This is an optimization exercise on Yosys and OpenROAD, whose aim is a short achievable clock period and few clock cycles, not a production implementation. Function was checked by simulation only, so behaviour that the tests miss may differ from the original. Power figures rest on the tool's default switching activity, not on a simulated workload.

== the previous run ==
// my_cpu
module my_cpu(input clk,reset,
output[5:0] address,
output memWr,
output[7:0] writedata,
input [7:0] readdata,IN,
output [7:0] OUT,
output halted
);
localparam NE = 4;       
integer i;
genvar gi;
reg mf;              
reg m_o;             
reg m_d;             
reg ld_d;            
reg wr, hlt;
reg [5:0] addr;      
reg [5:0] addr_o;    
reg [7:0] A, WD, OUTr;
reg zf, nf;          
reg [7:0] R [0:7];
reg x_binc, x_bdec;  
reg x_b, x_and, x_or, x_add, x_sub, x_not, x_inc, x_dec, x_shl, x_shr, x_rot, x_in, x_opnd;
reg x_awe, x_out;
reg x_one;           
reg [7:0] x_stv;     
reg [2:0] mq;        
reg rfill;           
reg [7:0] B, opnd;
reg [7:0] INr;       
reg k_ldi, k_ldm, k_stm, k_abs;    
reg [4:0] bc;        
reg brel;            
reg [5:0] alt;       
reg [5:0] ret;       
reg [5:0] ipc;       
reg [5:0] rf_tag, rf_tgt, rf_tm1, rf_qa, rf_qa2;
reg [5:0] ipcm1;     
reg pfill;
reg [7:0] pf_kind;
reg [4:0] pf_bc;
reg pf_pd;
reg [7:0] pf_tgt;
reg [5:0] pf_tag, pf_tm1, pf_fall, pf_qa, pf_qa2;
reg [5:0] ipc1;      
reg [15*6-1:0] rtc;  
reg [15:1] x_lov;    
reg [4:0] rf_bc;
reg          e_v [0:NE-1];
reg [5:0]    e_tag [0:NE-1];
reg [5:0]    e_qa [0:NE-1];
reg [7:0]    e_kind [0:NE-1];    
reg [5:0]    e_qa2 [0:NE-1];     
reg [5:0]    e_fall [0:NE-1];    
reg [NE-1:0] e_br;               
reg [4:0]    e_bc [0:NE-1];
reg [NE-1:0] hv;                 
reg [7:0]    e_tgt [0:NE-1];
reg [5:0]    e_tm1 [0:NE-1];     
reg [2:0]    e_c3 [0:NE-1];      
reg [NE-1:0] e_ptr;              
reg [NE-1:0] e_pd;               
reg [NE-1:0] e_sk;               
reg [NE-1:0] e_uf;               
reg [5:0]    e_nxp [0:NE-1];     
reg [5:0]    e_alp [0:NE-1];     
reg [NE-1:0] hvp;                
assign address = addr_o;
assign memWr = wr;
assign writedata = WD;
assign OUT = OUTr;
assign halted = hlt;
wire [7:0] d = readdata;
wire [3:0] hi = d[7:4];
wire [3:0] lo = d[3:0];
wire [15:0] hiv, lov;
generate for (gi = 0; gi < 16; gi = gi + 1) begin : nib
	assign hiv[gi] = hi == gi;
	assign lov[gi] = lo == gi;
end endgenerate
function cond_of(input [4:0] c, input zf, input nf);
	cond_of = c[0] | (c[1] & zf) | (c[2] & !zf) | (c[3] & !nf & !zf) | (c[4] & !nf);
endfunction
function [2:0] cond3(input [4:0] c);
	cond3 = {cond_of(c, 1'b0, 1'b1), cond_of(c, 1'b0, 1'b0), cond_of(c, 1'b1, 1'b0)};
  ...
For scale: about 2,700 cells after synthesis, ~42 I/O pins.
==> flow/config.mk <==
export PLATFORM = sky130hd
export DESIGN_NAME = my_cpu
export DESIGN_NICKNAME = my_cpu
export VERILOG_FILES = /design/flow/design.v
export SDC_FILE = /design/flow/constraint.sdc
export NUM_CORES = 4
export LEC_CHECK = 0
export CAP_MARGIN = 20
export CORE_MARGIN = 2
export CORE_UTILIZATION = 40
export SETUP_SLACK_MARGIN = 3.0
export SLEW_MARGIN = 20
export SYNTH_HIERARCHICAL = 1
==> flow/constraint.sdc <==
create_clock -name core_clock -period 5.0 [get_ports {clk}]
set_input_delay 1.0000 -clock core_clock [delete_from_list [all_inputs] [get_ports {clk}]]
set_output_delay 1.0000 -clock core_clock [all_outputs]
set_load 0.01 [all_outputs]
run.sh (not shown) runs the stock make flow with config.mk's settings and CLKGATE_MAP_FILE= SYNTH_SCRIPT=/design/flow/synth_recipe.tcl, a recipe that flattens the netlist after the stock synthesis.
Testbench counts of the previous run, summed over its fixed seeds: cycles 47,734.
For the current run, these inputs were changed with respect to the previous run:
diff --git a/flow/design.v b/flow/design.v
--- a/flow/design.v
+++ b/flow/design.v
@@ -181,12 +181,19 @@
 input [7:0] v0, v1, v2, v3, v4, v5, v6, output [7:0] y);
 assign y = {8{!clr}} & (early | ({8{sel[0]}} & v0) | ({8{sel[1]}} & v1) |
                                 ({8{sel[2]}} & v2) | ({8{sel[3]}} & v3) |
                                 ({8{sel[4]}} & v4) | ({8{sel[5]}} & v5) |
                                 ({8{sel[6]}} & v6));
 endmodule
+module amux_late_nc(input [7:0] early, input [6:0] sel,
+input [7:0] v0, v1, v2, v3, v4, v5, v6, output [7:0] y);
+assign y = early | ({8{sel[0]}} & v0) | ({8{sel[1]}} & v1) |
+                   ({8{sel[2]}} & v2) | ({8{sel[3]}} & v3) |
+                   ({8{sel[4]}} & v4) | ({8{sel[5]}} & v5) |
+                   ({8{sel[6]}} & v6);
+endmodule
 module shifter(a,sel,out);
 	input [7:0] a;
 	input [1:0] sel;
 	output reg [7:0] out;
 	always@(*)
 	begin
@@ -705,33 +712,36 @@
                     x_opnd, x_in, x_rot, x_shr, x_shl,
                     x_not, x_or, x_and, x_b};
 wire [10*8-1:0] a_val = {A,
                          opnd, INr, {A[0], A[7:1]}, {1'b0, A[7:1]}, {A[6:0], 1'b0},
                          ~A, A | B, A & B, B};
 wire [7:0] a_early, w_early, a_next, wd_next;
-aomux #(10, 8) amx (a_sel, a_val, a_early);
-aomux #(10, 8) wmx (a_sel, a_val, w_early);
-amux_late aml (reset, a_early, l_sel, r_add, ~r_subn, r_inc, ~r_decn, r_binc, ~r_bdecn, d, a_next);
-amux_late wml (reset, w_early, l_sel, r_add, ~r_subn, r_inc, ~r_decn, r_binc, ~r_bdecn, d, wd_next);
+wire nr = !reset;
+wire [9:0] a_selg = a_sel & {10{nr}};
+wire [6:0] l_selg = l_sel & {7{nr}};
+aomux #(10, 8) amx (a_selg, a_val, a_early);
+aomux #(10, 8) wmx (a_selg, a_val, w_early);
+amux_late_nc aml (a_early, l_selg, r_add, ~r_subn, r_inc, ~r_decn, r_binc, ~r_bdecn, d, a_next);
+amux_late_nc wml (w_early, l_selg, r_add, ~r_subn, r_inc, ~r_decn, r_binc, ~r_bdecn, d, wd_next);
 wire [9:0] n7_val;
 generate for (gi = 0; gi < 10; gi = gi + 1) begin : nv
 	assign n7_val[gi] = a_val[gi*8 + 7];
 end endgenerate
 wire n_early, nf_pre;
-aomux #(10, 1) nmx7 (a_sel, n7_val, n_early);
-aomux #(8, 1) nml ({l_sel, 1'b1}, {d[7], ~r_bdecn[7], r_binc[7], ~r_decn[7], r_inc[7], ~r_subn[7], r_add[7], n_early}, nf_pre);
-wire nf_next = !reset & nf_pre;
+aomux #(10, 1) nmx7 (a_selg, n7_val, n_early);
+aomux #(8, 1) nml ({l_selg, nr}, {d[7], ~r_bdecn[7], r_binc[7], ~r_decn[7], r_inc[7], ~r_subn[7], r_add[7], n_early}, nf_pre);
+wire nf_next = nf_pre;
 wire z_add;
 addz8 uzadd (A, B, 1'b0, z_add);
 wire [9:0] z_val = {zf,
                     opnd == 8'd0, INr == 8'd0, zf, A[7:1] == 7'd0, A[6:0] == 7'd0,
                     A == 8'hff, (A | B) == 8'd0, (A & B) == 8'd0, B == 8'd0};
 wire z_early, zf_pre;
-aomux #(10, 1) zmx (a_sel, z_val, z_early);
-aomux #(8, 1) zml ({l_sel, 1'b1}, {d == 8'd0, B == 8'd1, B == 8'hff, A == 8'd1, A == 8'hff, A == B, z_add, z_early}, zf_pre);
-wire zf_next = reset | zf_pre;
+aomux #(10, 1) zmx (a_selg, z_val, z_early);
+aomux #(9, 1) zml ({reset, l_selg, nr}, {1'b1, d == 8'd0, B == 8'd1, B == 8'hff, A == 8'd1, A == 8'hff, A == B, z_add, z_early}, zf_pre);
+wire zf_next = zf_pre;
 wire op_lda = hiv[1];
 wire op_sta = hiv[2];
 wire op_ldm = hiv[3];
 wire op_stm = hiv[4];
 wire op_ldi = hiv[5];
 wire op_and = hiv[10];
[summary]
- Status | the previous run and the current run | clean
- Delta (the current run minus the previous run): non-clock buffer count rose by 28, power density over the cells now smaller, non-filler instance count after layout up about 1.2%, synthesized area rose 0.59%, worst hold slack went down.
- Relative to the previous run, share of total power in the clock network increased by 0.4 points in the current run.
- When the final numbers for the previous run and the current run were put side by side, the post-synthesis instance total turned out to be greater in the current run.
Testbench counts of the current run, summed over its fixed seeds: cycles 47,734.

my_cpu, a different RTL version from the one above (not shown whole).
Size in the first run: about 2300 cells after synthesis, about 42 I/O pins, roughly 0.024 mm^2 of cells after synthesis.
clock: 5.0 ns
lec_check: 0
cap_margin: 20
core_margin: 2
core_utilization: 40
setup_slack_margin: 3.0
slew_margin: 20
synth_hierarchical: 1
Testbench counts at the start, summed over its fixed seeds: cycles 52,069.
Then changed:
--- a/flow/design.v
+++ b/flow/design.v
@@ -629,15 +629,16 @@
 reg brel;            
 reg [5:0] alt;       
 reg [5:0] ret;       
 reg [5:0] ipc;       
 reg [5:0] rf_tag, rf_tgt, rf_tm1, rf_tm2, rf_qa;
 reg [5:0] ipcm1, ipcm2;    
 reg [5:0] ipc1;      
-reg [3:0] x_lo;      
+reg [15*6-1:0] rtc;  
+reg [15:1] x_lov;    
 reg [4:0] rf_bc;
 reg          e_v [0:NE-1];
 reg [5:0]    e_tag [0:NE-1];
 reg [5:0]    e_qa [0:NE-1];
 reg [4:0]    e_kind [0:NE-1];    
 reg [4:0]    e_bc [0:NE-1];
 reg [NE-1:0] hv;                 
@@ -768,18 +769,26 @@
 wire [2:0] h_mq;
 aomux #(NE, 3) hmq (hv, e_mqk, h_mq);
 wire o_ret = k_ldi | (k_abs & !bcond);
 wire [NE+4-1:0] n_sel = {m_o & o_ret, m_o & !o_ret, m_d, mf & !hit, {NE{mf}} & hv};
 wire [(NE+4)*6-1:0] n_val = {ret, d[5:0], ret, a_p1, e_nxk};
 wire [5:0] addr_pre;
 aomux #(NE+4, 6) nmx (n_sel, n_val, addr_pre);
-wire [7:0] rt_p, rt_m;
-add8 urtp ({2'b00, ipc1}, {5'd0, x_lo[2:0]}, 1'b0, rt_p);
-add8 urtm ({2'b00, ipc1}, ~{5'd0, x_lo[2:0]}, 1'b1, rt_m);
-wire [5:0] redir = !brel ? alt : x_lo[3] ? rt_m[5:0] : rt_p[5:0];
+wire [15*6-1:0] a_rel;
+generate for (gi = 1; gi < 16; gi = gi + 1) begin : rel
+	wire [7:0] sum;
+	if (gi < 8)
+		add8 ur ({2'b00, addr}, 8'd1 + gi, 1'b0, sum);
+	else
+		add8 ur ({2'b00, addr}, 8'd1 - (gi - 8), 1'b0, sum);
+	assign a_rel[(gi-1)*6 +: 6] = sum[5:0];
+end endgenerate
+wire [5:0] rt_sel;
+aomux #(15, 6) rmx (x_lov, rtc, rt_sel);
+wire [5:0] redir = brel ? rt_sel : alt;
 wire [5:0] addr_next = misp ? redir : addr_pre;
 wire [5:0] addr_pre_o;
 aomux #(NE+4, 6) nmxo (n_sel, n_val, addr_pre_o);
 wire [5:0] addr_o_next = misp ? redir : addr_pre_o;
 wire [NE-1:0] l_sel = hv;
 wire [5:0] alt_next;
 aomux #(NE, 6) lmx (l_sel, e_altk, alt_next);
@@ -793,39 +802,26 @@
 wire [5:0] f_tag = m_o ? ipc : rf_tag;
 wire [5:0] f_qa = m_o ? ipc1 : rf_qa;
 wire [5:0] f_tm1 = m_o ? ipcm1 : rf_tm1;
 wire [5:0] f_tm2 = m_o ? ipcm2 : rf_tm2;
 wire [4:0] f_kind = m_o ? {1'b0, k_abs, k_stm, k_ldm, k_ldi} : 5'b10000;
 wire [4:0] f_bcv = m_o ? bc : rf_bc;
 wire [7:0] f_tgt = m_o ? d : {2'b00, rf_tgt};
-wire eqf_ret = m_o ? ret == ipc : ret == rf_tag;
-wire eqf_d = m_o ? d[5:0] == ipc : d[5:0] == rf_tag;
-wire eqf_p1 = m_o ? addr == ipcm1 : addr == rf_tm1;
-wire eqf_p2 = m_o ? addr == ipcm2 : addr == rf_tm2;
-wire [NE-1:0] eqf_tgt;
-generate for (gi = 0; gi < NE; gi = gi + 1) begin : eqf
-	assign eqf_tgt[gi] = m_o ? e_tgt[gi][5:0] == ipc : e_tgt[gi][5:0] == rf_tag;
-end endgenerate
 wire [NE-1:0] hv_next;
 generate for (gi = 0; gi < NE; gi = gi + 1) begin : hvn
-	wire fs = fill & e_ptr[gi];
-	wire inv = m_d && wr && (e_tag[gi] == addr || e_qa[gi] == addr);
-	wire vv = fs | (e_v[gi] & !inv);
-	wire eq_ret = fs ? eqf_ret : ret == e_tag[gi];
-	wire eq_d = fs ? eqf_d : d[5:0] == e_tag[gi];
-	wire eq_p1 = fs ? eqf_p1 : addr == e_tm1[gi];
-	wire eq_p2 = fs ? eqf_p2 : addr == e_tm2[gi];
+	wire fs = rfill & e_ptr[gi];
+	wire eq_p1 = addr == e_tm1[gi];
+	wire eq_p2 = addr == e_tm2[gi];
 	wire [NE-1:0] eq_nx;
 	genvar gk;
 	for (gk = 0; gk < NE; gk = gk + 1) begin : nx
-		wire eq_t = fs ? eqf_tgt[gk] : e_tgt[gk][5:0] == e_tag[gi];
+		wire eq_t = e_tgt[gk][5:0] == e_tag[gi];
 		assign eq_nx[gk] = e_usef[gk] ? (e_relk[gk] ? eq_p1 : eq_p2) : eq_t;
 	end
-	wire [NE+3:0] mv = {eq_ret, eq_d, eq_ret, eq_p1, eq_nx};
-	assign hv_next[gi] = vv & !misp & |(n_sel & mv);
+	assign hv_next[gi] = e_v[gi] & !fs & mf & !misp & ((!hit & eq_p1) | |(hv & eq_nx));
 end endgenerate
 always @(posedge clk) begin
 	if (reset) begin
 		mf <= 1'b1; m_o <= 1'b0; m_d <= 1'b0; ld_d <= 1'b0;
 		wr <= 1'b0; hlt <= 1'b0;
 		addr <= 6'd0;
 		addr_o <= 6'd0;
@@ -881,14 +877,16 @@
 	nf <= nf_next;
 	B <= b_next;
 	opnd <= ht;
 	alt <= alt_next;
 	brel <= !hit;
 	rf_tag <= ipc;
 	rf_tgt <= redir;
+	rtc <= a_rel;
+	x_lov <= lov[15:1];
 	rf_tm1 <= ipcm1;
 	rf_qa <= ipc1;
 	rf_tm2 <= ipcm2;
 	rf_bc <= bc;
 	for (i = 0; i < NE; i = i + 1)
 		if (fill && e_ptr[i]) begin
 			e_tag[i] <= f_tag;
@@ -904,11 +902,10 @@
 		k_ldi <= op_ldi; k_ldm <= op_ldm; k_stm <= op_stm; k_abs <= op_abs;
 		bc <= f_bc;
 		ret <= a_p2;
 		ipc <= addr;
 		ipc1 <= a_p1;
 		ipcm1 <= addr - 6'd1;
 		ipcm2 <= addr - 6'd2;
-		x_lo <= d[3:0];
 	end
 end
 endmodule
=> Worst setup slack gains 0.096 ns. Die area rose by roughly a tenth. Utilization fell by 2.6 points. Wire length increases by a few percent. Sequential share of layout area grows by 3.4 points. Global-route usage came out lower by 2.0 points. Combinational power is lower by roughly a tenth. Design area came out higher by a little under a tenth.
Testbench counts after the change, summed over its fixed seeds: cycles 52,180.

==> what the ideal ports hide <==
The flow's constraints put no driver on any port. The routed layouts listed below were extracted and timed again, unchanged, in two steps. Step 1 sets driving cells, clkbuf_16 on the clock port and buf_2 on the other inputs (assumed; they add their load-dependent delay and slew). Step 2 adds t to the input delays and takes it off the output delays; t is the mean of the earliest and latest rising clock arrival at the registers after step 1. Input paths then give back, and output paths get back, about the clock's delay inside the block. Slacks: ideal ports / drivers / drivers and shift; pairs: ideal ports / drivers.
| run | shift t [ns] | setup WS [ns] | worst setup path at the end | clock arrival spread, ns | worst data-port slew with drivers (ns) |
|---|---|---|---|---|---|
| the previous run | 0.659 | 2.757 / 2.757 / 2.365 | input to register | 0.025 / 0.025 | 0.07 |
| the current run | 0.667 | 2.857 / 2.818 / 2.362 | input to register | 0.027 / 0.027 | 0.06 |
| the first run of note 2 | 0.643 | 2.484 / 2.484 / 2.145 | input to register | 0.033 / 0.033 | 0.05 |
| the second run of note 2 | 0.683 | 2.581 / 2.581 / 2.290 | input to register | 0.038 / 0.038 | 0.11 |
After both steps setup and hold are still met in every run listed. For the current run, which loses most, drivers alone change the setup slack by -0.039 ns; drivers and shift together by -0.495 ns.
